Background: an optimization exercise with open tools, aiming at small area. Do not read the settings as production practice.
RTL that was checked went through simulation tests only; none was proved equivalent to the original.

==> run P <==
Design dct2d_core, start of the top module:
module dct2d_core(clk, reset, din, dout);
input clk, reset;
input  [64-1:0]   din;
output [12*8-1:0] dout;
reg [7:0] oh;
reg [1:0] blk;
always @(posedge clk) begin
    if (!reset) begin
        oh <= 8'd1;
        blk <= 2'd0;
    end else begin
        oh <= {oh[6:0], oh[7]};
        if (oh[7] && blk != 2'd3) blk <= blk + 2'd1;
    end
end
wire valid = blk[1] & (blk[0] | ~(oh[0] | oh[1] | oh[2]));
reg [63:0] d1, d2, d3, d4;
always @(posedge clk) begin
    d1 <= din; d2 <= d1; d3 <= d2; d4 <= d3;
end
wire [64:0] rowc;
dct_row u_row (.din(d4), .dout(rowc));
wire [87:0] colin;
wire [70:0] colc;
xpose_in  u_xin  (.clk(clk), .oh(oh), .rowc(rowc), .colin(colin));
dct_col   u_col  (.din(colin), .dout(colc));
xpose_out u_xout (.clk(clk), .oh(oh), .valid(valid), .colc(colc), .dout(dout));
endmodule
make LEC_CHECK=0 CAP_MARGIN=20 CORE_MARGIN=2 CORE_UTILIZATION=25 CTS_BUF_LIST=sky130_fd_sc_hd__clkbuf_4 GPL_ROUTABILITY_DRIVEN=1 PLACE_DENSITY=0.35 SLEW_MARGIN=20 SYNTH_HIERARCHICAL=1 finish   # period 14.0 ns
run.sh (not shown) runs the stock make flow with config.mk's settings and CLKGATE_MAP_FILE= SYNTH_SCRIPT=/design/flow/synth_recipe.tcl, a recipe that flattens the netlist after the stock synthesis.
==> run X: changes against run P <==
Settings changed: CORE_UTILIZATION 25 to 50, CTS_BUF_LIST sky130_fd_sc_hd__clkbuf_4 to sky130_fd_sc_hd__clkbuf_2, PLACE_DENSITY 0.35 to 0.6.
==> impl_metrics.tcl <==
set metrics [dict create \
    wl_met1_mm 61.77 \
    grt_use_met2_pct 22.84 \
    r2r_cells 35 \
    cp.buffers_inverters 5 \
    post-route-cell-area_sq_um 69490 \
    worst_slew_pin_slew_ns 1.003 \
    n_fill_cell 24220 \
    status "no timing/DRC/antenna violations" \
    endpoint "u_xout.y5[11]" \
    path_clk_slew_ns 0.07 \
    multiInputGateArea_sq_um 25760 \
    nets 5413 \
    fmax_mhz 73.85 \
    rsz0062_at_grt "no" \
    initialDrtViolationCount 1187 \
]
Source of the figures above: run P

==> impl_metrics.tcl <==
set metrics [dict create \
    nets 5359 \
    fmax_mhz 73.29 \
    post-route-cell-area_sq_um 65560 \
    path_clk_slew_ns 0.10 \
    initialDrtViolationCount 1545 \
    status "no timing/DRC/antenna violations" \
    r2r_cells 41 \
    grt_use_met2_pct 38.07 \
    worst_slew_pin_slew_ns 1.062 \
    ys_top_cells_by_area "dfxtp_1 52%, fa_1 33%, a22oi_1 5.5%" \
    seq_area_sq_um 31190 \
    endpoint "u_xout.y3[11]" \
    drt-total-wl_mm 125.3 \
    dp_hpwl_mm 95.76 \
    multiInputGateArea_sq_um 25720 \
    wl_met1_mm 50.50 \
]
Source of the figures above: run X

No functional check of the RTL was part of any run of this note.

* * *

==> job 8491: inputs <==
Another version of the RTL of dct2d_core (not shown whole).
clock: 14.0 ns
lec_check: 0
cap_margin: 20
core_margin: 2
core_utilization: 50
cts_buf_list: sky130_fd_sc_hd__clkbuf_4
cts_cluster_diameter: 40
cts_cluster_size: 10
gpl_routability_driven: 1
place_density: 0.6
slew_margin: 20
synth_hierarchical: 1
==> job 1495: changes against job 8491 <==
==> flow/flow/run.sh (new file) <==
#!/bin/bash
set -euo pipefail
export BUFFER_PORTS_ARGS="-buffer_cell sky130_fd_sc_hd__buf_1"
export CTS_ARGS="-sink_clustering_enable -repair_clock_nets -dont_use_dummy_load -buf_list sky130_fd_sc_hd__clkbuf_4 -sink_clustering_size 12 -sink_clustering_max_diameter 40"
bash standard.sh > standard_flow.log 2>&1
==> flow/standard.sh (new file) <==
#!/bin/bash
# synth_recipe.tcl (not shown) runs the flow's synth.tcl, then flattens the netlist and writes it again
# the make line also repeats each setting of config.mk as NAME=value (left out here)
make -C /OpenROAD-flow-scripts/flow DESIGN_CONFIG=/design/flow/config.mk WORK_HOME=/design/flow/orfs CLKGATE_MAP_FILE= SYNTH_SCRIPT=/design/flow/synth_recipe.tcl "${@:-finish}"
removed: flow/run.sh
==> flow_summary.json <==
{
  "num_vias": 27130,
  "cpPeakStageDelay_ps": 830,
  "first_iter_violations": 2548,
  "grtUsageTotal_pct": 20.3,
  "outcome": "no timing/DRC/antenna violations",
  "seq_share_pct": 51.4
}
The numbers above come from job 8491.

==> flow_summary.json <==
{
  "seq_share_pct": 52.8,
  "port-buffer-count": 137,
  "grtUsageTotal_pct": 20.0,
  "cpPeakStageDelay_ps": 820,
  "outcome": "no timing/DRC/antenna violations",
  "num-nets-final": 4751,
  "nMultiInputCombCells": 1553,
  "startpoint": "oh[2]$_SDFF_PN0_"
}
The numbers above come from job 1495.


* * *

==> run F <==
dct2d_core, a different RTL version from the one above (not shown whole).
Design dct2d_core, start of the top module:
module dct2d_core(clk, reset, din, dout);
input clk, reset;
input  [64-1:0]   din;
output [12*8-1:0] dout;
reg [7:0] oh;
reg [1:0] blk;
always @(posedge clk) begin
    if (!reset) begin
        oh <= 8'd1;
        blk <= 2'd0;
    end else begin
        oh <= {oh[6:0], oh[7]};
        if (oh[7] && blk != 2'd3) blk <= blk + 2'd1;
    end
end
wire valid = blk[1] & (blk[0] | ~(oh[0] | oh[1] | oh[2]));
reg [63:0] d1, d2, d3, d4;
always @(posedge clk) begin
    d1 <= din; d2 <= d1; d3 <= d2; d4 <= d3;
end
wire [64:0] rowc;
dct_row u_row (.din(d4), .dout(rowc));
wire [87:0] colin;
wire [70:0] colc;
xpose_in  u_xin  (.clk(clk), .oh(oh), .rowc(rowc), .colin(colin));
dct_col   u_col  (.din(colin), .dout(colc));
xpose_out u_xout (.clk(clk), .oh(oh), .valid(valid), .colc(colc), .dout(dout));
endmodule
==> module xpose_in, before the edit <==
module xpose_in(input clk, input [7:0] oh, input [64:0] rowc, output [87:0] colin);
    reg [8*10-1:0]  l0;
    reg [9*11-1:0]  l1;
    reg [10*11-1:0] l2;
    reg [11*11-1:0] l3;
    reg [12*11-1:0] l4;
    reg [13*11-1:0] l5;
    always @(posedge clk) begin
        l0 <= {l0[7*10-1:0],  rowc[64:55]};
        l1 <= {l1[8*11-1:0],  rowc[54:44]};
        l2 <= {l2[9*11-1:0],  rowc[43:33]};
        l3 <= {l3[10*11-1:0], rowc[32:22]};
        l4 <= {l4[11*11-1:0], rowc[21:11]};
        l5 <= {l5[12*11-1:0], rowc[10:0]};
    end
    wire s0 = oh[5];
    wire s1 = oh[6];
    wire s2 = oh[7];
    wire s3 = oh[0];
    wire s4 = oh[1];
    wire s5 = oh[2];
    genvar j, b;
    generate for (j = 0; j < 8; j = j + 1) begin : g_col
        wire [10:0] v0 = {1'b0, l0[(7-j)*10 +: 10]};
        wire [10:0] v1 = l1[(8-j)*11 +: 11];
        wire [10:0] v2 = l2[(9-j)*11 +: 11];
        wire [10:0] v3 = l3[(10-j)*11 +: 11];
        wire [10:0] v4 = l4[(11-j)*11 +: 11];
        wire [10:0] v5 = l5[(12-j)*11 +: 11];
        for (b = 0; b < 11; b = b + 1) begin : g_bit
            wire na, nb;
            dct_aoi222 ma (.a0(s0), .b0(v0[b]), .a1(s1), .b1(v1[b]), .a2(s2), .b2(v2[b]), .y(na));
            dct_aoi222 mb (.a0(s3), .b0(v3[b]), .a1(s4), .b1(v4[b]), .a2(s5), .b2(v5[b]), .y(nb));
            assign colin[(7-j)*11 + b] = ~(na & nb);
        end
    end endgenerate
endmodule
==> module xpose_out, before the edit <==
module xpose_out(input clk, input [7:0] oh, input valid, input [70:0] colc, output [95:0] dout);
    reg [6*11-1:0]  y0;
    reg [7*12-1:0]  y1;
    reg [8*12-1:0]  y2;
    reg [9*12-1:0]  y3;
    reg [10*12-1:0] y4;
    reg [11*12-1:0] y5;
    always @(posedge clk) begin
        y0 <= {y0[5*11-1:0],  colc[70:60]};
        y1 <= {y1[6*12-1:0],  colc[59:48]};
        y2 <= {y2[7*12-1:0],  colc[47:36]};
        y3 <= {y3[8*12-1:0],  colc[35:24]};
        y4 <= {y4[9*12-1:0],  colc[23:12]};
        y5 <= {y5[10*12-1:0], colc[11:0]};
    end
    wire o0 = valid & oh[3];
    wire o1 = valid & oh[4];
    wire o2 = valid & oh[5];
    wire o3 = valid & oh[6];
    wire o4 = valid & oh[7];
    wire o5 = valid & oh[0];
    genvar k, b;
    generate for (k = 0; k < 6; k = k + 1) begin : g_out
        wire [10:0] a0 = y0[(5-k)*11 +: 11];
        wire [11:0] v0 = {a0[10], a0};
        wire [11:0] v1 = y1[(6-k)*12 +: 12];
        wire [11:0] v2 = y2[(7-k)*12 +: 12];
        wire [11:0] v3 = y3[(8-k)*12 +: 12];
        wire [11:0] v4 = y4[(9-k)*12 +: 12];
        wire [11:0] v5 = y5[(10-k)*12 +: 12];
        for (b = 0; b < 12; b = b + 1) begin : g_bit
            wire na, nb;
            dct_aoi222 ma (.a0(o0), .b0(v0[b]), .a1(o1), .b1(v1[b]), .a2(o2), .b2(v2[b]), .y(na));
            dct_aoi222 mb (.a0(o3), .b0(v3[b]), .a1(o4), .b1(v4[b]), .a2(o5), .b2(v5[b]), .y(nb));
            assign dout[(7-k)*12 + b] = ~(na & nb);
        end
    end endgenerate
    assign dout[23:0] = 24'd0;
endmodule
==> module dct_aoi222, before the edit <==
module dct_aoi222(input a0, input b0, input a1, input b1, input a2, input b2, output y);
    assign y = ~((a0 & b0) | (a1 & b1) | (a2 & b2));
endmodule
export LEC_CHECK = 0
export CAP_MARGIN = 20
export CORE_MARGIN = 2
export CORE_UTILIZATION = 50
export CTS_BUF_LIST = sky130_fd_sc_hd__clkbuf_4 sky130_fd_sc_hd__clkbuf_8
export CTS_CLUSTER_DIAMETER = 50
export CTS_CLUSTER_SIZE = 14
export GPL_ROUTABILITY_DRIVEN = 1
export PLACE_DENSITY = 0.6
export SLEW_MARGIN = 20
export SYNTH_HIERARCHICAL = 1
create_clock -name core_clock -period 14.0 [get_ports {clk}]
standard.sh (not shown) runs the stock make flow with config.mk's settings and CLKGATE_MAP_FILE= SYNTH_SCRIPT=/design/flow/synth_recipe.tcl, a recipe that flattens the netlist after the stock synthesis.
==> flow/flow/run.sh <==
#!/bin/bash
set -euo pipefail
export BUFFER_PORTS_ARGS="-buffer_cell sky130_fd_sc_hd__buf_1"
bash standard.sh > standard_flow.log 2>&1
==> run R: changes against run F <==
--- a/flow/design.v
+++ b/flow/design.v
@@ -2307,16 +2307,11 @@
     wire s5 = oh[2];
-    genvar j, b;
+    genvar j;
     generate for (j = 0; j < 8; j = j + 1) begin : g_col
-        wire [10:0] v0 = {1'b0, l0[(7-j)*10 +: 10]};
-        wire [10:0] v1 = l1[(8-j)*11 +: 11];
-        wire [10:0] v2 = l2[(9-j)*11 +: 11];
-        wire [10:0] v3 = l3[(10-j)*11 +: 11];
-        wire [10:0] v4 = l4[(11-j)*11 +: 11];
-        wire [10:0] v5 = l5[(12-j)*11 +: 11];
-        for (b = 0; b < 11; b = b + 1) begin : g_bit
-            wire na, nb;
-            dct_aoi222 ma (.a0(s0), .b0(v0[b]), .a1(s1), .b1(v1[b]), .a2(s2), .b2(v2[b]), .y(na));
-            dct_aoi222 mb (.a0(s3), .b0(v3[b]), .a1(s4), .b1(v4[b]), .a2(s5), .b2(v5[b]), .y(nb));
-            assign colin[(7-j)*11 + b] = ~(na & nb);
-        end
+        assign colin[(8-j)*11-1 -: 11] =
+              ({11{s0}} & {1'b0, l0[(7-j)*10 +: 10]})
+            | ({11{s1}} & l1[(8-j)*11 +: 11])
+            | ({11{s2}} & l2[(9-j)*11 +: 11])
+            | ({11{s3}} & l3[(10-j)*11 +: 11])
+            | ({11{s4}} & l4[(11-j)*11 +: 11])
+            | ({11{s5}} & l5[(12-j)*11 +: 11]);
     end endgenerate
@@ -2344,17 +2339,12 @@
     wire o5 = valid & oh[0];
-    genvar k, b;
+    genvar k;
     generate for (k = 0; k < 6; k = k + 1) begin : g_out
         wire [10:0] a0 = y0[(5-k)*11 +: 11];
-        wire [11:0] v0 = {a0[10], a0};
-        wire [11:0] v1 = y1[(6-k)*12 +: 12];
-        wire [11:0] v2 = y2[(7-k)*12 +: 12];
-        wire [11:0] v3 = y3[(8-k)*12 +: 12];
-        wire [11:0] v4 = y4[(9-k)*12 +: 12];
-        wire [11:0] v5 = y5[(10-k)*12 +: 12];
-        for (b = 0; b < 12; b = b + 1) begin : g_bit
-            wire na, nb;
-            dct_aoi222 ma (.a0(o0), .b0(v0[b]), .a1(o1), .b1(v1[b]), .a2(o2), .b2(v2[b]), .y(na));
-            dct_aoi222 mb (.a0(o3), .b0(v3[b]), .a1(o4), .b1(v4[b]), .a2(o5), .b2(v5[b]), .y(nb));
-            assign dout[(7-k)*12 + b] = ~(na & nb);
-        end
+        assign dout[(8-k)*12-1 -: 12] =
+              ({12{o0}} & {a0[10], a0})
+            | ({12{o1}} & y1[(6-k)*12 +: 12])
+            | ({12{o2}} & y2[(7-k)*12 +: 12])
+            | ({12{o3}} & y3[(8-k)*12 +: 12])
+            | ({12{o4}} & y4[(9-k)*12 +: 12])
+            | ({12{o5}} & y5[(10-k)*12 +: 12]);
     end endgenerate
@@ -2362,5 +2352,2 @@
 endmodule
-module dct_aoi222(input a0, input b0, input a1, input b1, input a2, input b2, output y);
-    assign y = ~((a0 & b0) | (a1 & b1) | (a2 & b2));
-endmodule
 module dct2d_core(clk, reset, din, dout);
==> flow/run.sh (new file) <==
#!/bin/bash
# synth_recipe.tcl (not shown) runs the flow's synth.tcl, then flattens the netlist and writes it again
# the make line also repeats each setting of config.mk as NAME=value (left out here)
make -C /OpenROAD-flow-scripts/flow DESIGN_CONFIG=/design/flow/config.mk WORK_HOME=/design/flow/orfs CLKGATE_MAP_FILE= SYNTH_SCRIPT=/design/flow/synth_recipe.tcl finish
--- a/flow/config.mk
+++ b/flow/config.mk
@@ -10,5 +10,5 @@
 export CORE_UTILIZATION = 50
-export CTS_BUF_LIST = sky130_fd_sc_hd__clkbuf_4 sky130_fd_sc_hd__clkbuf_8
-export CTS_CLUSTER_DIAMETER = 50
-export CTS_CLUSTER_SIZE = 14
+export CTS_BUF_LIST = sky130_fd_sc_hd__clkbuf_8
+export CTS_CLUSTER_DIAMETER = 80
+export CTS_CLUSTER_SIZE = 20
 export GPL_ROUTABILITY_DRIVEN = 1
removed: flow/flow/run.sh
removed: flow/standard.sh
==> run A: changes against run F <==
--- a/flow/config.mk
+++ b/flow/config.mk
@@ -10,5 +10,5 @@
 export CORE_UTILIZATION = 50
-export CTS_BUF_LIST = sky130_fd_sc_hd__clkbuf_4 sky130_fd_sc_hd__clkbuf_8
-export CTS_CLUSTER_DIAMETER = 50
-export CTS_CLUSTER_SIZE = 14
+export CTS_BUF_LIST = sky130_fd_sc_hd__clkbuf_4
+export CTS_CLUSTER_DIAMETER = 40
+export CTS_CLUSTER_SIZE = 10
 export GPL_ROUTABILITY_DRIVEN = 1
==> run notes <==
Fin Clk Skew=48.7 ps; Post-DP Area=0.0616 mm2; most frequent cells in the layout=1,549 x dfxtp_1, 994 x fa_1, 433 x a22oi_1, 332 x inv_1, 137 x clkdlybuf4s50_1; NumNets Final=5,001; Tapcells=1,536; register area=0.0312 mm2; clk root buf=clkbuf_8; status=finished clean; non-filler instance count after layout=5,463; post-synthesis sequential area ratio=52.2%
# the run above: run R

==> run notes <==
Post-synth EDFFs=0; critical path's top delay family=adder cells; status=finished clean; post-synthesis sequential area ratio=53.7%; Worst Setup SP=oh[0]; clk root buf=clkbuf_4; Post-DP Area=0.0599 mm2; non-filler instance count after layout=5,428; Fin Clk Skew=83.0 ps; Hold Path Depth=0; most frequent cells in the layout=1,551 x dfxtp_1, 994 x fa_1, 324 x inv_1, 320 x a222oi_1, 201 x clkbuf_4
# the run above: run A

==> run notes <==
Fin Clk Skew=54.6 ps; most frequent cells in the layout=1,551 x dfxtp_1, 994 x fa_1, 324 x inv_1, 320 x a222oi_1, 164 x nand2_1; NumNets Final=4,897; Tapcells=1,524; Post-DP Area=0.0599 mm2; status=finished clean
# the run above: run F

[afterwards: timing with drivers on the ports]
No port has a modelled driver above. Below, the same layouts with a new extraction and two added sets of constraints.
Step 1, drivers: a clkbuf_16 drives clk and a buf_2 each remaining input, both assumed.
Step 2, shift: input delay + t, output delay - t, t = (earliest + latest rising clock arrival at the registers) / 2. This alone moves slack from input paths to output paths.
a / b / c = no drivers / after step 1 / after step 2; a / b = the first two.
| run | shift t [ns] | setup WS [ns] | slew at the worst register clock pin (ns) |
|---|---|---|---|
| run P | 1.349 | 0.458 / 0.458 / 0.458 | 0.07 / 0.07 |
| run X | 1.602 | 0.355 / 0.355 / 0.355 | 0.12 / 0.12 |
| job 8491 | 1.122 | 0.920 / 0.920 / 0.920 | 0.11 / 0.11 |
| job 1495 | 1.080 | 0.995 / 0.995 / 0.995 | 0.12 / 0.12 |
| run F | 0.875 | 2.018 / 2.018 / 2.018 | 0.09 / 0.09 |
| run R | 0.845 | 1.854 / 1.854 / 1.854 | 0.12 / 0.12 |
| run A | 1.141 | 2.040 / 2.040 / 2.040 | 0.11 / 0.11 |
After both steps setup and hold are still met in every run listed.
